This is an optimization exercise on Yosys and OpenROAD, whose aim is small area, a short achievable clock period and few clock cycles per item, not a production implementation. No functional check of the RTL was part of any run shown here.

[design.v]
module brick_sort
   (
    clk,
    rst,
    src_tvalid,
    src_tready,
    src_tdata_raw,
    dest_tvalid,
    dest_tready,
    dest_tdata_raw
    );
   parameter NUM_ELEMS = 16;
   parameter DATA_WIDTH = 8;
   input   clk;
   input   rst;
   input   src_tvalid;
   output  src_tready;
   input [DATA_WIDTH*NUM_ELEMS-1:0] src_tdata_raw;
   output                 dest_tvalid;
   input                  dest_tready;
   output [DATA_WIDTH*NUM_ELEMS-1:0] dest_tdata_raw;
   reg [127:0] r1, r2, r3, r4, r5;
   reg [127:0] ro;
   wire [127:0] s0_0;
   wire s0_0_c0 = src_tdata_raw[7:0] > src_tdata_raw[111:104];
   assign s0_0[7:0] = s0_0_c0 ? src_tdata_raw[111:104] : src_tdata_raw[7:0];
   assign s0_0[111:104] = s0_0_c0 ? src_tdata_raw[7:0] : src_tdata_raw[111:104];
   wire s0_0_c1 = src_tdata_raw[15:8] > src_tdata_raw[103:96];
   assign s0_0[15:8] = s0_0_c1 ? src_tdata_raw[103:96] : src_tdata_raw[15:8];
   assign s0_0[103:96] = s0_0_c1 ? src_tdata_raw[15:8] : src_tdata_raw[103:96];
   wire s0_0_c2 = src_tdata_raw[23:16] > src_tdata_raw[127:120];
   assign s0_0[23:16] = s0_0_c2 ? src_tdata_raw[127:120] : src_tdata_raw[23:16];
   assign s0_0[127:120] = s0_0_c2 ? src_tdata_raw[23:16] : src_tdata_raw[127:120];
   wire s0_0_c3 = src_tdata_raw[31:24] > src_tdata_raw[119:112];
   assign s0_0[31:24] = s0_0_c3 ? src_tdata_raw[119:112] : src_tdata_raw[31:24];
   assign s0_0[119:112] = s0_0_c3 ? src_tdata_raw[31:24] : src_tdata_raw[119:112];
   wire s0_0_c4 = src_tdata_raw[39:32] > src_tdata_raw[71:64];
   assign s0_0[39:32] = s0_0_c4 ? src_tdata_raw[71:64] : src_tdata_raw[39:32];
   assign s0_0[71:64] = s0_0_c4 ? src_tdata_raw[39:32] : src_tdata_raw[71:64];
   wire s0_0_c5 = src_tdata_raw[47:40] > src_tdata_raw[55:48];
   assign s0_0[47:40] = s0_0_c5 ? src_tdata_raw[55:48] : src_tdata_raw[47:40];
   assign s0_0[55:48] = s0_0_c5 ? src_tdata_raw[47:40] : src_tdata_raw[55:48];
   wire s0_0_c7 = src_tdata_raw[63:56] > src_tdata_raw[95:88];
   assign s0_0[63:56] = s0_0_c7 ? src_tdata_raw[95:88] : src_tdata_raw[63:56];
   assign s0_0[95:88] = s0_0_c7 ? src_tdata_raw[63:56] : src_tdata_raw[95:88];
   wire s0_0_c9 = src_tdata_raw[79:72] > src_tdata_raw[87:80];
   assign s0_0[79:72] = s0_0_c9 ? src_tdata_raw[87:80] : src_tdata_raw[79:72];
   assign s0_0[87:80] = s0_0_c9 ? src_tdata_raw[79:72] : src_tdata_raw[87:80];
   wire [127:0] s1_0;
   wire s1_0_c0 = r1[7:0] > r1[47:40];
   assign s1_0[7:0] = s1_0_c0 ? r1[47:40] : r1[7:0];
   assign s1_0[47:40] = s1_0_c0 ? r1[7:0] : r1[47:40];
   wire s1_0_c1 = r1[15:8] > r1[63:56];
   assign s1_0[15:8] = s1_0_c1 ? r1[63:56] : r1[15:8];
   assign s1_0[63:56] = s1_0_c1 ? r1[15:8] : r1[63:56];
   wire s1_0_c2 = r1[23:16] > r1[79:72];
   assign s1_0[23:16] = s1_0_c2 ? r1[79:72] : r1[23:16];
   assign s1_0[79:72] = s1_0_c2 ? r1[23:16] : r1[79:72];
   wire s1_0_c3 = r1[31:24] > r1[39:32];
   assign s1_0[31:24] = s1_0_c3 ? r1[39:32] : r1[31:24];
   assign s1_0[39:32] = s1_0_c3 ? r1[31:24] : r1[39:32];
   wire s1_0_c6 = r1[55:48] > r1[111:104];
   assign s1_0[55:48] = s1_0_c6 ? r1[111:104] : r1[55:48];
   assign s1_0[111:104] = s1_0_c6 ? r1[55:48] : r1[111:104];
   wire s1_0_c8 = r1[71:64] > r1[119:112];
   assign s1_0[71:64] = s1_0_c8 ? r1[119:112] : r1[71:64];
   assign s1_0[119:112] = s1_0_c8 ? r1[71:64] : r1[119:112];
   wire s1_0_c10 = r1[87:80] > r1[127:120];
   assign s1_0[87:80] = s1_0_c10 ? r1[127:120] : r1[87:80];
   assign s1_0[127:120] = s1_0_c10 ? r1[87:80] : r1[127:120];
   wire s1_0_c11 = r1[95:88] > r1[103:96];
   assign s1_0[95:88] = s1_0_c11 ? r1[103:96] : r1[95:88];
   assign s1_0[103:96] = s1_0_c11 ? r1[95:88] : r1[103:96];
   wire [127:0] s1_1;
   wire s1_1_c0 = s1_0[7:0] > s1_0[15:8];
   assign s1_1[7:0] = s1_1_c0 ? s1_0[15:8] : s1_0[7:0];
   assign s1_1[15:8] = s1_1_c0 ? s1_0[7:0] : s1_0[15:8];
   wire s1_1_c2 = s1_0[23:16] > s1_0[31:24];
   assign s1_1[23:16] = s1_1_c2 ? s1_0[31:24] : s1_0[23:16];
   assign s1_1[31:24] = s1_1_c2 ? s1_0[23:16] : s1_0[31:24];
   wire s1_1_c4 = s1_0[39:32] > s1_0[47:40];
   assign s1_1[39:32] = s1_1_c4 ? s1_0[47:40] : s1_0[39:32];
   assign s1_1[47:40] = s1_1_c4 ? s1_0[39:32] : s1_0[47:40];
   wire s1_1_c6 = s1_0[55:48] > s1_0[71:64];
   assign s1_1[55:48] = s1_1_c6 ? s1_0[71:64] : s1_0[55:48];
   assign s1_1[71:64] = s1_1_c6 ? s1_0[55:48] : s1_0[71:64];
   wire s1_1_c7 = s1_0[63:56] > s1_0[79:72];
   assign s1_1[63:56] = s1_1_c7 ? s1_0[79:72] : s1_0[63:56];
   assign s1_1[79:72] = s1_1_c7 ? s1_0[63:56] : s1_0[79:72];
   wire s1_1_c10 = s1_0[87:80] > s1_0[95:88];
   assign s1_1[87:80] = s1_1_c10 ? s1_0[95:88] : s1_0[87:80];
   assign s1_1[95:88] = s1_1_c10 ? s1_0[87:80] : s1_0[95:88];
   wire s1_1_c12 = s1_0[103:96] > s1_0[111:104];
   assign s1_1[103:96] = s1_1_c12 ? s1_0[111:104] : s1_0[103:96];
   assign s1_1[111:104] = s1_1_c12 ? s1_0[103:96] : s1_0[111:104];
   wire s1_1_c14 = s1_0[119:112] > s1_0[127:120];
   assign s1_1[119:112] = s1_1_c14 ? s1_0[127:120] : s1_0[119:112];
   assign s1_1[127:120] = s1_1_c14 ? s1_0[119:112] : s1_0[127:120];
   wire [127:0] s2_0;
   wire s2_0_c0 = r2[7:0] > r2[23:16];
   assign s2_0[7:0] = s2_0_c0 ? r2[23:16] : r2[7:0];
   assign s2_0[23:16] = s2_0_c0 ? r2[7:0] : r2[23:16];
   wire s2_0_c1 = r2[15:8] > r2[31:24];
   assign s2_0[15:8] = s2_0_c1 ? r2[31:24] : r2[15:8];
   assign s2_0[31:24] = s2_0_c1 ? r2[15:8] : r2[31:24];
   wire s2_0_c4 = r2[39:32] > r2[87:80];
   assign s2_0[39:32] = s2_0_c4 ? r2[87:80] : r2[39:32];
   assign s2_0[87:80] = s2_0_c4 ? r2[39:32] : r2[87:80];
   wire s2_0_c5 = r2[47:40] > r2[95:88];
   assign s2_0[47:40] = s2_0_c5 ? r2[95:88] : r2[47:40];
   assign s2_0[95:88] = s2_0_c5 ? r2[47:40] : r2[95:88];
   wire s2_0_c6 = r2[55:48] > r2[63:56];
   assign s2_0[55:48] = s2_0_c6 ? r2[63:56] : r2[55:48];
   assign s2_0[63:56] = s2_0_c6 ? r2[55:48] : r2[63:56];
   wire s2_0_c8 = r2[71:64] > r2[79:72];
   assign s2_0[71:64] = s2_0_c8 ? r2[79:72] : r2[71:64];
   assign s2_0[79:72] = s2_0_c8 ? r2[71:64] : r2[79:72];
   wire s2_0_c12 = r2[103:96] > r2[119:112];
   assign s2_0[103:96] = s2_0_c12 ? r2[119:112] : r2[103:96];
   assign s2_0[119:112] = s2_0_c12 ? r2[103:96] : r2[119:112];
   wire s2_0_c13 = r2[111:104] > r2[127:120];
   assign s2_0[111:104] = s2_0_c13 ? r2[127:120] : r2[111:104];
   assign s2_0[127:120] = s2_0_c13 ? r2[111:104] : r2[127:120];
   wire [127:0] s2_1;
   wire s2_1_c1 = s2_0[15:8] > s2_0[23:16];
   assign s2_1[15:8] = s2_1_c1 ? s2_0[23:16] : s2_0[15:8];
   assign s2_1[23:16] = s2_1_c1 ? s2_0[15:8] : s2_0[23:16];
   wire s2_1_c3 = s2_0[31:24] > s2_0[103:96];
   assign s2_1[31:24] = s2_1_c3 ? s2_0[103:96] : s2_0[31:24];
   assign s2_1[103:96] = s2_1_c3 ? s2_0[31:24] : s2_0[103:96];
   wire s2_1_c4 = s2_0[39:32] > s2_0[55:48];
   assign s2_1[39:32] = s2_1_c4 ? s2_0[55:48] : s2_0[39:32];
   assign s2_1[55:48] = s2_1_c4 ? s2_0[39:32] : s2_0[55:48];
   wire s2_1_c5 = s2_0[47:40] > s2_0[63:56];
   assign s2_1[47:40] = s2_1_c5 ? s2_0[63:56] : s2_0[47:40];
   assign s2_1[63:56] = s2_1_c5 ? s2_0[47:40] : s2_0[63:56];
   wire s2_1_c8 = s2_0[71:64] > s2_0[87:80];
   assign s2_1[71:64] = s2_1_c8 ? s2_0[87:80] : s2_0[71:64];
   assign s2_1[87:80] = s2_1_c8 ? s2_0[71:64] : s2_0[87:80];
   wire s2_1_c9 = s2_0[79:72] > s2_0[95:88];
   assign s2_1[79:72] = s2_1_c9 ? s2_0[95:88] : s2_0[79:72];
   assign s2_1[95:88] = s2_1_c9 ? s2_0[79:72] : s2_0[95:88];
   wire s2_1_c13 = s2_0[111:104] > s2_0[119:112];
   assign s2_1[111:104] = s2_1_c13 ? s2_0[119:112] : s2_0[111:104];
   assign s2_1[119:112] = s2_1_c13 ? s2_0[111:104] : s2_0[119:112];
   assign s2_1[7:0] = s2_0[7:0];
   assign s2_1[127:120] = s2_0[127:120];
   wire [127:0] s3_0;
   wire s3_0_c1 = r3[15:8] > r3[39:32];
   assign s3_0[15:8] = s3_0_c1 ? r3[39:32] : r3[15:8];
   assign s3_0[39:32] = s3_0_c1 ? r3[15:8] : r3[39:32];
   wire s3_0_c2 = r3[23:16] > r3[55:48];
   assign s3_0[23:16] = s3_0_c2 ? r3[55:48] : r3[23:16];
   assign s3_0[55:48] = s3_0_c2 ? r3[23:16] : r3[55:48];
   wire s3_0_c5 = r3[47:40] > r3[71:64];
   assign s3_0[47:40] = s3_0_c5 ? r3[71:64] : r3[47:40];
   assign s3_0[71:64] = s3_0_c5 ? r3[47:40] : r3[71:64];
   wire s3_0_c7 = r3[63:56] > r3[87:80];
   assign s3_0[63:56] = s3_0_c7 ? r3[87:80] : r3[63:56];
   assign s3_0[87:80] = s3_0_c7 ? r3[63:56] : r3[87:80];
   wire s3_0_c9 = r3[79:72] > r3[111:104];
   assign s3_0[79:72] = s3_0_c9 ? r3[111:104] : r3[79:72];
   assign s3_0[111:104] = s3_0_c9 ? r3[79:72] : r3[111:104];
   wire s3_0_c11 = r3[95:88] > r3[119:112];
   assign s3_0[95:88] = s3_0_c11 ? r3[119:112] : r3[95:88];
   assign s3_0[119:112] = s3_0_c11 ? r3[95:88] : r3[119:112];
   assign s3_0[7:0] = r3[7:0];
   assign s3_0[31:24] = r3[31:24];
   assign s3_0[103:96] = r3[103:96];
   assign s3_0[127:120] = r3[127:120];
   wire [127:0] s3_1;
   wire s3_1_c2 = s3_0[23:16] > s3_0[39:32];
   assign s3_1[23:16] = s3_1_c2 ? s3_0[39:32] : s3_0[23:16];
   assign s3_1[39:32] = s3_1_c2 ? s3_0[23:16] : s3_0[39:32];
   wire s3_1_c3 = s3_0[31:24] > s3_0[55:48];
   assign s3_1[31:24] = s3_1_c3 ? s3_0[55:48] : s3_0[31:24];
   assign s3_1[55:48] = s3_1_c3 ? s3_0[31:24] : s3_0[55:48];
   wire s3_1_c9 = s3_0[79:72] > s3_0[103:96];
   assign s3_1[79:72] = s3_1_c9 ? s3_0[103:96] : s3_0[79:72];
   assign s3_1[103:96] = s3_1_c9 ? s3_0[79:72] : s3_0[103:96];
   wire s3_1_c11 = s3_0[95:88] > s3_0[111:104];
   assign s3_1[95:88] = s3_1_c11 ? s3_0[111:104] : s3_0[95:88];
   assign s3_1[111:104] = s3_1_c11 ? s3_0[95:88] : s3_0[111:104];
   assign s3_1[7:0] = s3_0[7:0];
   assign s3_1[15:8] = s3_0[15:8];
   assign s3_1[47:40] = s3_0[47:40];
   assign s3_1[63:56] = s3_0[63:56];
   assign s3_1[71:64] = s3_0[71:64];
   assign s3_1[87:80] = s3_0[87:80];
   assign s3_1[119:112] = s3_0[119:112];
   assign s3_1[127:120] = s3_0[127:120];
   wire [127:0] s4_0;
   wire s4_0_c3 = r4[31:24] > r4[47:40];
   assign s4_0[31:24] = s4_0_c3 ? r4[47:40] : r4[31:24];
   assign s4_0[47:40] = s4_0_c3 ? r4[31:24] : r4[47:40];
   wire s4_0_c6 = r4[55:48] > r4[71:64];
   assign s4_0[55:48] = s4_0_c6 ? r4[71:64] : r4[55:48];
   assign s4_0[71:64] = s4_0_c6 ? r4[55:48] : r4[71:64];
   wire s4_0_c7 = r4[63:56] > r4[79:72];
   assign s4_0[63:56] = s4_0_c7 ? r4[79:72] : r4[63:56];
   assign s4_0[79:72] = s4_0_c7 ? r4[63:56] : r4[79:72];
   wire s4_0_c10 = r4[87:80] > r4[103:96];
   assign s4_0[87:80] = s4_0_c10 ? r4[103:96] : r4[87:80];
   assign s4_0[103:96] = s4_0_c10 ? r4[87:80] : r4[103:96];
   assign s4_0[7:0] = r4[7:0];
   assign s4_0[15:8] = r4[15:8];
   assign s4_0[23:16] = r4[23:16];
   assign s4_0[39:32] = r4[39:32];
   assign s4_0[95:88] = r4[95:88];
   assign s4_0[111:104] = r4[111:104];
   assign s4_0[119:112] = r4[119:112];
   assign s4_0[127:120] = r4[127:120];
   wire [127:0] s4_1;
   wire s4_1_c3 = s4_0[31:24] > s4_0[39:32];
   assign s4_1[31:24] = s4_1_c3 ? s4_0[39:32] : s4_0[31:24];
   assign s4_1[39:32] = s4_1_c3 ? s4_0[31:24] : s4_0[39:32];
   wire s4_1_c5 = s4_0[47:40] > s4_0[55:48];
   assign s4_1[47:40] = s4_1_c5 ? s4_0[55:48] : s4_0[47:40];
   assign s4_1[55:48] = s4_1_c5 ? s4_0[47:40] : s4_0[55:48];
   wire s4_1_c7 = s4_0[63:56] > s4_0[71:64];
   assign s4_1[63:56] = s4_1_c7 ? s4_0[71:64] : s4_0[63:56];
   assign s4_1[71:64] = s4_1_c7 ? s4_0[63:56] : s4_0[71:64];
   wire s4_1_c9 = s4_0[79:72] > s4_0[87:80];
   assign s4_1[79:72] = s4_1_c9 ? s4_0[87:80] : s4_0[79:72];
   assign s4_1[87:80] = s4_1_c9 ? s4_0[79:72] : s4_0[87:80];
   wire s4_1_c11 = s4_0[95:88] > s4_0[103:96];
   assign s4_1[95:88] = s4_1_c11 ? s4_0[103:96] : s4_0[95:88];
   assign s4_1[103:96] = s4_1_c11 ? s4_0[95:88] : s4_0[103:96];
   assign s4_1[7:0] = s4_0[7:0];
   assign s4_1[15:8] = s4_0[15:8];
   assign s4_1[23:16] = s4_0[23:16];
   assign s4_1[111:104] = s4_0[111:104];
   assign s4_1[119:112] = s4_0[119:112];
   assign s4_1[127:120] = s4_0[127:120];
   wire [127:0] s5_0;
   wire s5_0_c6 = r5[55:48] > r5[63:56];
   assign s5_0[55:48] = s5_0_c6 ? r5[63:56] : r5[55:48];
   assign s5_0[63:56] = s5_0_c6 ? r5[55:48] : r5[63:56];
   wire s5_0_c8 = r5[71:64] > r5[79:72];
   assign s5_0[71:64] = s5_0_c8 ? r5[79:72] : r5[71:64];
   assign s5_0[79:72] = s5_0_c8 ? r5[71:64] : r5[79:72];
   assign s5_0[7:0] = r5[7:0];
   assign s5_0[15:8] = r5[15:8];
   assign s5_0[23:16] = r5[23:16];
   assign s5_0[31:24] = r5[31:24];
   assign s5_0[39:32] = r5[39:32];
   assign s5_0[47:40] = r5[47:40];
   assign s5_0[87:80] = r5[87:80];
   assign s5_0[95:88] = r5[95:88];
   assign s5_0[103:96] = r5[103:96];
   assign s5_0[111:104] = r5[111:104];
   assign s5_0[119:112] = r5[119:112];
   assign s5_0[127:120] = r5[127:120];
   wire [127:0] sorted = s5_0;
   reg v1, v2, v3, v4, v5;
   reg t1, t2, t3, t4, t5;
   reg rot;         
   reg ro_valid;
   wire front_v = v5;
   wire front_t = t5;
   wire ro_free = !ro_valid || dest_tready;
   wire exit_ok = front_v && (!rot || front_t) && ro_free;
   wire wrap = front_v && !exit_ok;
   assign src_tready = !rst && !rot && !wrap;
   assign dest_tvalid = !rst && ro_valid;
   assign dest_tdata_raw = ro;
   wire take = src_tvalid && src_tready;
   always @(posedge clk) begin
      r1 <= wrap ? sorted : s0_0;
      r2 <= s1_1;
      r3 <= s2_1;
      r4 <= s3_1;
      r5 <= s4_1;
      if (ro_free) ro <= sorted;
      t1 <= wrap && (!rot || front_t);
      t2 <= t1;
      t3 <= t2;
      t4 <= t3;
      t5 <= t4;
      if (rst) begin
         v1 <= 1'b0;
         v2 <= 1'b0;
         v3 <= 1'b0;
         v4 <= 1'b0;
         v5 <= 1'b0;
         rot <= 1'b0;
         ro_valid <= 1'b0;
      end else begin
         v1 <= wrap || take;
         v2 <= v1;
         v3 <= v2;
         v4 <= v3;
         v5 <= v4;
         rot <= rot ? !exit_ok : wrap;
         if (ro_free) ro_valid <= exit_ok;
      end
   end
endmodule
[run.sh]
#!/bin/bash
# synth_recipe.tcl (not shown) runs the flow's synth.tcl, then flattens the netlist and writes it again
# the make line also repeats each setting of config.mk as NAME=value (left out here)
make -C /OpenROAD-flow-scripts/flow DESIGN_CONFIG=/design/flow/config.mk WORK_HOME=/design/flow/orfs CLKGATE_MAP_FILE= SYNTH_SCRIPT=/design/flow/synth_recipe.tcl finish
[config.mk]
export PLATFORM = sky130hd
export DESIGN_NAME = brick_sort
export DESIGN_NICKNAME = brick_sort
export VERILOG_FILES = /design/flow/design.v
export SDC_FILE = /design/flow/constraint.sdc
export NUM_CORES = 4
export LEC_CHECK = 0
export CAP_MARGIN = 20
export CORE_MARGIN = 2
export CORE_UTILIZATION = 40
export SLEW_MARGIN = 20
[constraint.sdc]
create_clock -name core_clock -period 6.0 [get_ports {clk}]
set_input_delay 1.2000 -clock core_clock [delete_from_list [all_inputs] [get_ports {clk}]]
set_output_delay 1.2000 -clock core_clock [all_outputs]
set_load 0.01 [all_outputs]
==> results of run 1 <==
==> per-layer routing <==
layer / wire length (µm) / share of wire / GRT usage / vias to the layer above
li1: - / - / - / 14048
met1: 57700 / 0.45 / 0.304 / 13833
met2: 60700 / 0.47 / 0.390 / 614
met3: 5740 / 0.045 / 0.0319 / 164
met4: 4790 / 0.037 / 0.0927 / 6
met5: 36 / 0.00028 / 0 / -
==> Yosys cell counts (21+ instances only) <==
master / number
nor2_1: 133
nand2b_1: 25
o21ai_0: 114
clkbuf_1: 28
o21bai_1: 24
o211ai_1: 34
mux2_4: 209
a21oi_2: 23
nand2_1: 90
inv_1: 467
a21oi_1: 278
nor2_2: 21
buf_6: 26
nand4_1: 120
dfxtp_1: 652
a211oi_1: 46
nor2b_1: 65
buf_2: 29
ha_1: 480
mux2_2: 564
edfxtp_1: 128
mux2i_1: 122
==> worst paths after layout <==
kind,slack [ns],depth (start not counted),end
hold reg to reg,0.32,0,r4[126]
setup reg to reg,1.63,12,r2[78]
setup / recovery,1.63,12,r2[78]
hold / removal,0.32,0,r4[126]
==> registers in the layout (all words and copies together) (netlist names), 128 cells and up <==
signal  flops
r3        128
ro        128
r1        128
r2        128
r5        128
r4        128
==> critical path, stage by stage (launching register included) <==
cell,delay [ns]
dfxtp_1,0.64
ha_1,0.25
nor2b_1,0.04
o211ai_1,0.18
a21oi_2,0.08
o22ai_2,0.77
mux2_2,0.45
ha_1,0.32
nand2_1,0.06
o21ai_0,0.24
mux2i_1,0.13
nor2_2,0.62
mux2_2,0.43
==> metrics by stage <==
step	setup WS (ns)	util	hold WS [ns]
floorplan	0.922	-	0.310
global placement	1.67	0.439	0.311
detailed placement	1.71	0.439	0.312
CTS	1.67	0.466	0.326
global route	1.38	0.466	0.328
finish	1.63	0.466	0.324
==> cell usage in the layout (no fill, tap or decap), types with 25 or more instances in the layout <==
cell               n
edfxtp_1         128
nor2_1           132
mux2_4           209
ha_1             480
o21ai_0          114
clkdlybuf4s50_1  261
nand4_1          120
nor2b_1           65
nand2_1           89
a211oi_1          46
clkbuf_16         92
mux2i_1          122
a21oi_1          277
mux2_2           564
inv_1            467
dfxtp_1          652
o211ai_1          34
clkinv_2          25
==> layout make-up <==
type                            instances  area, µm²
Antenna cell                            6       15.0
Clock buffer                          113       2450
Clock inverter                         42        409
Fill cell                            9757      56000
Inverter                              467       1750
Multi-Input combinational cell       2451      23000
Sequential cell                       780      16900
Tap cell                             1391       1740
Timing Repair Buffer                  268       2700
==> cells by family (layout without fill, tap and decap cells) <==
logic type / after synthesis / after routing / share of synthesized area
DFF: 780 / 780 / 0.400
buffers and inverters: 564 / 890 / 0.0565
AOI/OAI and AO/OA: 596 / 596 / 0.0896
muxes: 896 / 896 / 0.254
other: 0 / 6 / 0
adders and majority gates: 480 / 480 / 0.142
and+or+nand+nor: 479 / 479 / 0.0577
==> impl_metrics.tcl, run 1 <==
set metrics [dict create \
    start_util 0.402 \
    grt_max_degree 131 \
    cts_setup_buffers 0 \
    core_um2 105000 \
    routed_wl_um 129000 \
    cts.sinks 780 \
    htree_levels 3 \
    yosysWarnings 1 \
    finalHoldViolCount 0 \
    place.detailed.hpwl_um 104000 \
    cts_tree "built" \
    synth_area_um2 42200 \
    ys_seq_elements 780 \
    crit_fanout 16 \
    track_usage 0.234 \
    synthesis.instances 3795 \
    num_rows 119 \
    synth_largest_area_cell "dfxtp_1" \
    ios 262 \
    cts_resized 0 \
    dr.first_iter.drc_count 1758 \
    num_vias 28665 \
    setup_violations 0 \
    ys_types 39 \
    antenna_left 0 \
    final_cells 5518 \
    gp_congestion 0.950 \
    arrival_ns 4.90 \
    r2r-start "r1[56]" \
    tightest_slew_ns 1.14 \
    finClkSkew_ns 0.0238 \
    hp-class "reg2reg" \
    setup_tns_ns 0 \
    max_freq_mhz 229 \
    endpoint_kind "register" \
    worst-endpoint-required_ns 6.53 \
    drc 0 \
    clockBufferDepth 3 \
    die-height_um 329 \
    place_area_um2 46100 \
    die_w_um 329 \
    synth_flop_cell "dfxtp_1" \
    slew_viol_final 0 \
    grt_pass1_vias 28316 \
    fin_nets 4666 \
    port_buffers 261 \
    finalCritPeriodShare 0.728 \
    yosysTopAreaCellShare 0.309 \
    via_per_inst 5.19 \
    path_class "reg2reg" \
    yosys-top-cells-area "dfxtp_1 (31%), mux2_2 (15%), ha_1 (14%)" \
    period_minus_slack_ns 4.37 \
    cts_root_buffer "clkbuf_16" \
    yosysSeqAreaShare 0.400 \
    drv_cap 0 \
    hp-start "r3[126]" \
    antenna_found_initial 13 \
    startpoint "r1[56]" \
    hold_buffers 0 \
    status "no timing/DRC/antenna violations" \
    clock_latency_ns 0.65 \
    avgSynthCellArea_um2 11.1 \
    die_area_um2 108000 \
    cts_buffers 86 \
    wl_per_cell_um 23.4 \
    cp-start-kind "register" \
    grt-ovfl-total 0 \
    rsz0062_at_grt "no" \
    synth_edf_count 128 \
    firstDrtPassIters 5 \
    path_clk_slew_ns 0.06 \
    drive_above_1_share 0.245 \
    syn2layout_area_growth_pct 15.9 \
    async_flop_share 0 \
    fin_area_um2 48900 \
    placedCellCount 5357 \
    syn_nets 4407 \
    max_slew_margin 0.238 \
    grt_pass1_wl_um 185000 \
]
==> run 2: changes to the inputs <==
--- a/config.mk
+++ b/config.mk
@@ -8,4 +8,5 @@
 export CAP_MARGIN = 20
 export CORE_MARGIN = 2
 export CORE_UTILIZATION = 40
+export SETUP_SLACK_MARGIN = 3.0
 export SLEW_MARGIN = 20
==> run 2 against run 1 <==
Still clean on timing, DRC and antenna. Worst setup slack better by 0.91 ns. Maximum frequency up 26%. Synthesized cell count unchanged. Via count up 12%. Clock skew up 0.0013 ns. Clock-buffer cell count down 5. Cell count up 10%. Critical path type unchanged.
==> impl_metrics.tcl, run 2 <==
set metrics [dict create \
    grt-ovfl-total 0 \
    drv_cap 0 \
    cts.sinks 780 \
    crit_fanout 7 \
    ys_types 39 \
    yosysWarnings 1 \
    gp_congestion 0.913 \
    avgSynthCellArea_um2 11.1 \
    rsz0062_at_grt "yes" \
    num_vias 32090 \
    max_slew_margin 0.427 \
    grt_pass1_wl_um 201000 \
    grt_max_degree 110 \
    cp-start-kind "register" \
    status "no timing/DRC/antenna violations" \
    synth_area_um2 42200 \
    ios 262 \
    drc 0 \
    fin_nets 5221 \
    dr.first_iter.drc_count 2056 \
    place.detailed.hpwl_um 104000 \
    synth_flop_cell "dfxtp_1" \
    max_freq_mhz 289 \
    multi_input_area_um2 29000 \
    worst-endpoint-required_ns 6.57 \
    finalHoldViolCount 0 \
    grt_pass1_vias 31654 \
    layout_commonest_cell "mux2_4" \
    cts_tree "built" \
    async_flop_share 0 \
    wl_per_cell_um 23.8 \
    clock_latency_ns 0.65 \
    ys_seq_elements 780 \
    htree_levels 3 \
    drive_above_1_share 0.517 \
    regArea_um2 17300 \
    syn2layout_area_growth_pct 44.8 \
    cts_buffers 85 \
    synthesis.instances 3795 \
    track_usage 0.251 \
    die_w_um 329 \
    tightest_slew_ns 0.851 \
    routed_wl_um 145000 \
    firstDrtPassIters 5 \
    die-height_um 329 \
    syn_nets 4407 \
    antenna_found_initial 20 \
    num_rows 119 \
    period_minus_slack_ns 3.46 \
    slew_viol_final 0 \
    die_area_um2 108000 \
    finalCritPeriodShare 0.577 \
    hp-class "reg2reg" \
    cts_root_buffer "clkbuf_16" \
    hold_buffers 0 \
    final_cell_mix "mux2_4 (520), dfxtp_1 (445), inv_1 (349)" \
    endpoint_kind "register" \
    yosysSeqAreaShare 0.400 \
    synth_common_cells "dfxtp_1 (652), mux2_2 (564), ha_1 (480)" \
    yosysMostFrequentCell "dfxtp_1" \
    setup_violations 0 \
    nFillCells 8167 \
    yosysTopAreaCellShare 0.309 \
    antenna_left 0 \
    start_util 0.402 \
    synth_edf_count 128 \
    path_clk_slew_ns 0.06 \
    final_cells 6074 \
    synth_largest_area_cell "dfxtp_1" \
    port_buffers 261 \
    via_per_inst 5.28 \
    clockBufferDepth 3 \
    core_um2 105000 \
    setup_tns_ns 0 \
    arrival_ns 4.03 \
    path_class "reg2reg" \
    finClkSkew_ns 0.0251 \
    placedCellCount 5356 \
    yosys-top-cells-area "dfxtp_1 (31%), mux2_2 (15%), ha_1 (14%)" \
]
[run 2: changes by cell type in the layout (fill, tap and decap cells not counted), moves of 65 or more]
cell     delta
buf_6     +157
inv_2     +102
mux2i_1    -65
a21oi_2    +65
ha_1      -213
inv_1     -118
mux2_4    +311
buf_4     +323
dfxtp_2   +162
dfxtp_1   -207
mux2_2    -310
a21oi_1    -87
ha_4      +208
[run 2: worst max-delay path, cell delays in order (launching register included)]
cell and delay, ns:
dfxtp_2 0.34, inv_2 0.04, ha_4 0.21, nor2b_4 0.12
o211ai_1 0.27, a21oi_2 0.12, o22ai_4 0.19, buf_6 0.17
buf_6 0.11, mux2i_4 0.25, ha_4 0.23, nor2b_4 0.12
o21a_1 0.19, o21a_4 0.22, o31ai_4 0.30, buf_6 0.20
buf_12 0.15, nor2_4 0.04, a21oi_2 0.12
[run 2: through the flow]
| stage | utilization | hold slack [ns] | instance area [µm²] | setup slack (ns) |
|---|---|---|---|---|
| 2_1_floorplan | - | 0.310 | 43500 | 2.11 |
| 3_3_place_gp | 0.449 | 0.311 | 47100 | 1.88 |
| 3_5_place_dp | 0.449 | 0.312 | 47100 | 1.84 |
| 4_1_cts | 0.550 | 0.322 | 57700 | 2.63 |
| 5_1_grt | 0.582 | 0.328 | 61100 | 2.46 |
| 6_report | 0.583 | 0.322 | 61100 | 2.54 |
[run 2: cell families (layout without fill, tap and decap cells)]
| logic type | after synthesis | in the layout | synth area share |
|---|---|---|---|
| adders and majority gates | 480 | 480 | 0.142 |
| other | 0 | 5 | 0 |
| AOI/OAI and AO/OA | 596 | 600 | 0.0896 |
| buffers and inverters | 564 | 1438 | 0.0565 |
| and+or+nand+nor | 479 | 484 | 0.0577 |
| muxes | 896 | 896 | 0.254 |
| DFF | 780 | 780 | 0.400 |
[run 2: final cells by class]
class,count,share of cell area
well taps,1391,0.0285
clock buffers,108,0.0386
clock inverters,48,0.0109
diodes,5,0.000205
multi-input cells,2460,0.474
inverters,467,0.0293
repair buffers,815,0.136
flip-flops and latches,780,0.282
[run 2: path summary, 6_finish.rpt]
kind	endpoint	slack (ns)	cells past startpoint	start
setup / recovery	r4[50]	2.54	18	r3[49]
hold / removal	r5[126]	0.32	0	r4[126]
setup reg to reg	r4[50]	2.54	18	r3[49]
hold reg to reg	r5[126]	0.32	0	r4[126]
[run 2: routing by layer]
layer,GRT usage,share of wire,wire (µm),vias to the layer above
met5,0,0,0,-
met3,0.0343,0.049,7050,290
li1,-,-,-,15172
met2,0.418,0.47,68300,795
met4,0.138,0.062,8900,0
met1,0.315,0.42,60300,15833
[run 2: repair_timing]
action / CTS / global route
pin swaps: 257 / 229
resized for setup: 850 / 561
setup endpoints to repair: 445 / 418
setup buffers: 425 / 104
gates cloned: 27 / 1
==> run 3: changes to the inputs <==
--- a/config.mk
+++ b/config.mk
@@ -5,6 +5,7 @@
 export SDC_FILE = /design/flow/constraint.sdc
 export NUM_CORES = 4
 export LEC_CHECK = 0
+export ABC_AREA = 1
 export CAP_MARGIN = 20
 export CORE_MARGIN = 2
 export CORE_UTILIZATION = 40
==> run 3 against run 2 <==
Synthesized area increased by 16%. Global-route usage increased by 5.9 points. Cell count increased by 46%. Maximum frequency increased by 7.8%. Non-clock buffer count increased by 1. Flip-flop and latch count unchanged. Hold slack got worse by 0.012 ns. Worst setup slack improved by 0.25 ns.
==> impl_metrics.tcl, run 3 <==
set metrics [dict create \
    finalHoldViolCount 0 \
    endpoint_kind "register" \
    setup_tns_ns 0 \
    ios 262 \
    worst-endpoint-required_ns 6.58 \
    start_util 0.402 \
    ys_types 31 \
    rrSetupSlack_ns 2.79 \
    path_class "reg2reg" \
    synth_area_um2 48800 \
    final_cell_mix "nand2_1 (1291), nand3_1 (1016), inv_1 (601)" \
    synth-xor-area-share 0 \
    async_flop_share 0 \
    regArea_um2 17200 \
    grt-ovfl-total 0 \
    cp-start-kind "register" \
    cts_tree "built" \
    multi_input_area_um2 36300 \
    die-height_um 353 \
    num_vias 48587 \
    fin_util 0.579 \
    finalCritPeriodShare 0.535 \
    num_rows 128 \
    firstDrtPassIters 8 \
    fin_hold_ws_ns 0.311 \
    hp-class "reg2reg" \
    yosysWarnings 1 \
    slew_viol_final 0 \
    track_usage 0.311 \
    drive_above_1_share 0.381 \
    rsz0062_at_grt "yes" \
    crit_fanout 8 \
    gp_congestion 1.00 \
    synth_flop_cell "dfxtp_1" \
    syn_nets 7005 \
    tightest_slew_ns 1.03 \
    via_per_inst 5.47 \
    setup_violations 0 \
    arrival_ns 3.79 \
    cts_root_buffer "clkbuf_16" \
    clockBufferDepth 3 \
    core_um2 121000 \
    synth_largest_area_cell "dfxtp_1" \
    avgSynthCellArea_um2 7.63 \
    ys_seq_elements 780 \
    path_clk_slew_ns 0.06 \
    max_freq_mhz 312 \
    finClkSkew_ns 0.0382 \
    synth_compound_area_frac 0.0391 \
    grt_pass1_wl_um 286000 \
    die_area_um2 125000 \
    clock_latency_ns 0.69 \
    synthesis.instances 6393 \
    synth_top_family_by_area "simple AND/OR/NAND/NOR gates" \
    status "no timing/DRC/antenna violations" \
    htree_levels 3 \
    yosysTopAreaCellShare 0.267 \
    max_slew_margin 0.314 \
    drc 0 \
    synth_common_cells "nand2_1 (1735), nand3_1 (1396), inv_1 (760)" \
    period_minus_slack_ns 3.21 \
    yosysSeqAreaShare 0.346 \
    port_buffers 261 \
    synth-simple-area-share 0.400 \
    nFillCells 10406 \
    grt_pass1_vias 43257 \
    layout_commonest_cell "nand2_1" \
    hold_buffers 0 \
    synth_adder_area_share 0.123 \
    drv_cap 0 \
    dr.first_iter.drc_count 5085 \
    cts_buffers 87 \
    syn2layout_area_growth_pct 44.1 \
    yosysMostFrequentCell "nand2_1" \
    cts.sinks 780 \
    synth_edf_count 128 \
    antenna_left 0 \
    yosys-top-cells-area "dfxtp_1 (27%), nand3_1 (14%), nand2_1 (13%)" \
    wl_per_cell_um 24.2 \
    fin_nets 7786 \
    synth.area.mux_share 0 \
    antenna_found_initial 29 \
    grt_max_degree 95 \
    place.detailed.hpwl_um 155000 \
    die_w_um 353 \
    routed_wl_um 214000 \
]
==> run 3: stage by stage <==
step | instances | area [µm²] | setup WS, ns
after global routing | 8873 | 70300 | 2.74
after detailed placement | 8103 | 52100 | 1.10
after CTS | 8632 | 61300 | 2.85
final | 8878 | 70300 | 2.79
after floorplan | 6393 | 48800 | 2.73
after global placement | 8103 | 52100 | 1.15
==> run 3: path summary, 6_finish.rpt <==
kind | start | end | depth (start not counted)
setup / recovery | r1[47] | r2[46] | 21
hold / removal | r4[117] | r5[117] | 0
setup reg to reg | r1[47] | r2[46] | 21
hold reg to reg | r4[117] | r5[117] | 0
==> run 3: routing by layer <==
| metal | global-route usage | vias to the layer above | wire length [µm] |
|---|---|---|---|
| met1 | 0.429 | 23297 | 89000 |
| met5 | 0 | - | 58 |
| met2 | 0.463 | 2266 | 91600 |
| li1 | - | 22523 | - |
| met4 | 0.178 | 10 | 15200 |
| met3 | 0.0435 | 491 | 18600 |
==> run 3: cell type report <==
type / count / area share
timing repair buffer: 816 / 0.121
inverter: 799 / 0.0461
multi-input combinational: 4685 / 0.517
tap: 1625 / 0.0289
antenna: 5 / 0.000178
clock inverter: 57 / 0.00865
sequential: 780 / 0.244
timing repair inverter: 5 / 0.000623
clock buffer: 106 / 0.0334
==> run 3: repair_timing <==
item,CTS,global route
setup buffers,322,201
hold endpoints to repair,0,0
resized for setup,745,1430
pin swaps,237,582
endpoints found under the setup margin,481,416
cloned,44,40
==> run 3: cell families after synthesis <==
| logic type | after synthesis |
|---|---|
| buffers and inverters | 978 |
| flip-flops | 780 |
| AND/OR/NAND/NOR | 3877 |
| adder cells (fa/ha/maj) | 480 |
| AO/OA/AOI/OAI | 278 |
==> run 3: critical path, stage by stage (launching register included) <==
cell     delay, ns
dfxtp_4       0.40
inv_6         0.06
ha_4          0.28
nand2_4       0.07
nor2_4        0.19
buf_4         0.15
nand4_4       0.17
nand3_1       0.31
and2_4        0.21
ha_1          0.16
inv_1         0.06
nand2_2       0.05
nand2_1       0.06
nand2_1       0.06
nand2_1       0.06
nand2_2       0.11
nand2_2       0.08
o21ai_4       0.09
buf_6         0.13
buf_12        0.15
nand3_4       0.08
nand2_4       0.15
==> run 4: changes to the inputs <==
--- a/design.v
+++ b/design.v
@@ -261,12 +261,15 @@
    wire ro_free = !ro_valid || dest_tready;
    wire exit_ok = front_v && (!rot || front_t) && ro_free;
    wire wrap = front_v && !exit_ok;
-   assign src_tready = !rst && !rot && !wrap;
+   wire rot_n = rot ? !exit_ok : wrap;
+   wire ro_valid_n = ro_free ? exit_ok : ro_valid;
+   reg rdy_free, rdy_tr;
+   assign src_tready = !rst && (rdy_free || (rdy_tr && dest_tready));
    assign dest_tvalid = !rst && ro_valid;
    assign dest_tdata_raw = ro;
    wire take = src_tvalid && src_tready;
    always @(posedge clk) begin
-      r1 <= wrap ? sorted : s0_0;
+      r1 <= wrap ? r5 : s0_0;
       r2 <= s1_1;
       r3 <= s2_1;
       r4 <= s3_1;
@@ -285,14 +288,18 @@
          v5 <= 1'b0;
          rot <= 1'b0;
          ro_valid <= 1'b0;
+         rdy_free <= 1'b1;
+         rdy_tr <= 1'b1;
       end else begin
          v1 <= wrap || take;
          v2 <= v1;
          v3 <= v2;
          v4 <= v3;
          v5 <= v4;
-         rot <= rot ? !exit_ok : wrap;
-         if (ro_free) ro_valid <= exit_ok;
+         rot <= rot_n;
+         ro_valid <= ro_valid_n;
+         rdy_free <= !rot_n && !(v4 && ro_valid_n);
+         rdy_tr <= !rot_n;
       end
    end
 endmodule
--- a/config.mk
+++ b/config.mk
@@ -5,9 +5,8 @@
 export SDC_FILE = /design/flow/constraint.sdc
 export NUM_CORES = 4
 export LEC_CHECK = 0
-export ABC_AREA = 1
 export CAP_MARGIN = 20
 export CORE_MARGIN = 2
 export CORE_UTILIZATION = 40
-export SETUP_SLACK_MARGIN = 3.0
+export SETUP_SLACK_MARGIN = 3.3
 export SLEW_MARGIN = 20
==> run 4 against run 3 <==
Still clean on timing, DRC and antenna. Flip-flop and latch count grew 2. Via count fell by 34%. Register-to-register slack lost 0.30 ns.
==> impl_metrics.tcl, run 4 <==
set metrics [dict create \
    num_rows 119 \
    finalCritPeriodShare 0.584 \
    avgSynthCellArea_um2 11.2 \
    antenna_found_initial 6 \
    htree_levels 3 \
    placedCellCount 5342 \
    clockBufferDepth 3 \
    nFillCells 8322 \
    syn2layout_area_growth_pct 45.9 \
    drc 0 \
    arrival_ns 4.07 \
    rsz0062_at_grt "yes" \
    dr.first_iter.drc_count 1766 \
    synth_flop_cell "dfxtp_1" \
    final_cell_mix "mux2_4 (480), dfxtp_1 (435), inv_1 (340)" \
    synth_largest_area_cell "dfxtp_1" \
    port_buffers 261 \
    syn_nets 4394 \
    tightest_slew_ns 0.825 \
    slew_viol_final 0 \
    cp_cell_sequence "inv_4 > ha_4 > nor2b_4 > o211ai_1 > a21oi_2 > o22ai_4 > buf_12 > buf_6 > buf_4 > mux2_4 > inv_2 > ha_4 > a21oi_2 > o21ai_2 > a211oi_2 > nor2_4 > buf_6 > mux2_4" \
    path_clk_slew_ns 0.06 \
    die_w_um 329 \
    via_per_inst 5.32 \
    preCtsSetupSlack_ns 1.52 \
    startpoint "r1[97]" \
    wl_per_cell_um 24.2 \
    die-height_um 329 \
    synth-xor-area-share 0 \
    firstDrtPassIters 7 \
    synth_common_cells "dfxtp_1 (654), mux2_2 (555), ha_1 (480)" \
    grt_pass1_vias 32114 \
    gp_congestion 0.936 \
    cts.sinks 782 \
    async_flop_share 0 \
    yosysMostFrequentCell "dfxtp_1" \
    rrSetupSlack_ns 2.49 \
    setup_ws_ns 2.49 \
    synth-simple-area-share 0.0573 \
    finClkSkew_ns 0.0288 \
    yosysTopAreaCellShare 0.310 \
    synth_area_um2 42300 \
    num_vias 32157 \
    yosysWarnings 1 \
    cts_tree "built" \
    die_area_um2 108000 \
    path_class "reg2reg" \
    place.detailed.hpwl_um 105000 \
    synthesis.instances 3782 \
    yosysSeqAreaShare 0.400 \
    max_slew_margin 0.448 \
    synth_adder_area_share 0.142 \
    grt_max_degree 100 \
    ys_types 35 \
    core_um2 105000 \
    cts_buffers 88 \
    start_util 0.402 \
    track_usage 0.255 \
    cts_root_buffer "clkbuf_16" \
    drv_cap 0 \
    hp-start "r3[2]" \
    max_freq_mhz 285 \
    antenna_left 0 \
    fin_area_um2 61700 \
    place_area_um2 47700 \
    grt_pass1_wl_um 205000 \
    crit_fanout 5 \
    worst_path_max_delay_cell "dfxtp_4" \
    fin_util 0.587 \
    final_cells 6040 \
    hp-class "reg2reg" \
    hold_buffers 0 \
    cp-start-kind "register" \
    setup_violations 0 \
    routed_wl_um 146000 \
    drive_above_1_share 0.533 \
    period_minus_slack_ns 3.51 \
    worst-endpoint-required_ns 6.57 \
    fin_hold_ws_ns 0.324 \
    clock_latency_ns 0.69 \
    synth_edf_count 128 \
    grt-ovfl-total 0 \
    r2r-start "r1[97]" \
    fin_nets 5181 \
    ios 262 \
    synth_compound_area_frac 0.0827 \
    setup_tns_ns 0 \
    yosys-top-cells-area "dfxtp_1 (31%), mux2_2 (15%), ha_1 (14%)" \
    endpoint_kind "register" \
    layout_commonest_cell "mux2_4" \
    synth.area.mux_share 0.261 \
    ys_seq_elements 782 \
    crit_path_max_incr_delay_ns 0.39 \
    synth_top_family_by_area "multiplexers" \
    status "no timing/DRC/antenna violations" \
    finalHoldViolCount 0 \
]
## run 4: area by class of cell
class	count	area [µm²]	share of cell area
Multi-Input combinational cell	2440	29300	0.475
Sequential cell	782	17400	0.282
Timing Repair Buffer	789	8320	0.135
Clock buffer	114	2470	0.0401
Inverter	468	1820	0.0295
Tap cell	1391	1740	0.0282
Clock inverter	52	609	0.00987
Antenna cell	4	10.0	0.000162
## run 4: metal layers
| layer | part of all wire | track usage | up-vias |
|---|---|---|---|
| met5 | 0 | 0 | - |
| met3 | 0.052 | 0.0345 | 277 |
| met1 | 0.44 | 0.335 | 15870 |
| met4 | 0.059 | 0.136 | 0 |
| met2 | 0.45 | 0.406 | 931 |
| li1 | - | - | 15079 |
## run 4: kinds of logic after synthesis
family,count (synthesis)
adders and majority gates,480
and+or+nand+nor,478
DFF,782
buffers and inverters,566
AOI/OAI and AO/OA,550
muxes,926
## run 4: critical path: cells and delay by family (launching register included)
family	cells	cell delay, ns
flops	1	0.39
mux	2	0.60
simple gates	2	0.23
compound gates	6	1.06
fa+ha+maj	2	0.46
buf+inv	6	0.66
## run 4: worst paths after layout
| path | end | cells after the start |
|---|---|---|
| worst max-delay path | r2[80] | 18 |
| worst min-delay path | r4[2] | 0 |
| worst max register to register | r2[80] | 18 |
| worst min register to register | r4[2] | 0 |
## run 4: what timing repair did
| action | in CTS | in global routing |
|---|---|---|
| setup buffers | 416 | 78 |
| gates cloned | 26 | 8 |
| pin swaps | 263 | 245 |
| setup endpoints to repair | 642 | 533 |
| resized for setup | 994 | 584 |

## static timing again, ports no longer ideal
In the flow no input, the clock included, has a driving cell. The finished layouts below were timed again as built, in two steps.
Step 1, drivers: a clkbuf_16 drives clk and a buf_2 each remaining input, both assumed.
Step 2 also shifts input and output timing later by t, the mid clock arrival at the registers, as if the neighbouring blocks saw the same clock.
a / b / c = ideal ports / drivers / drivers and shift; a / b = the first two.
| run | shift t [ns] | setup slack, ns | worst setup path after step 2 | slew at the worst register clock pin (ns) | worst data-port slew with drivers (ns) |
|---|---|---|---|---|---|
| run 1 | 0.714 | 1.630 / 1.630 / 1.630 | register to register | 0.07 / 0.07 | 0.17 |
| run 2 | 0.712 | 2.539 / 2.539 / 2.355 | input to register | 0.07 / 0.07 | 0.14 |
| run 3 | 0.756 | 2.791 / 2.791 / 2.386 | input to register | 0.07 / 0.07 | 0.08 |
| run 4 | 0.745 | 2.495 / 2.495 / 2.495 | register to register | 0.06 / 0.06 | 0.13 |
After both steps setup and hold are still met in every run listed. The setup slack of run 3, which loses most, moves by 0.000 ns with the drivers and by -0.405 ns with both steps.
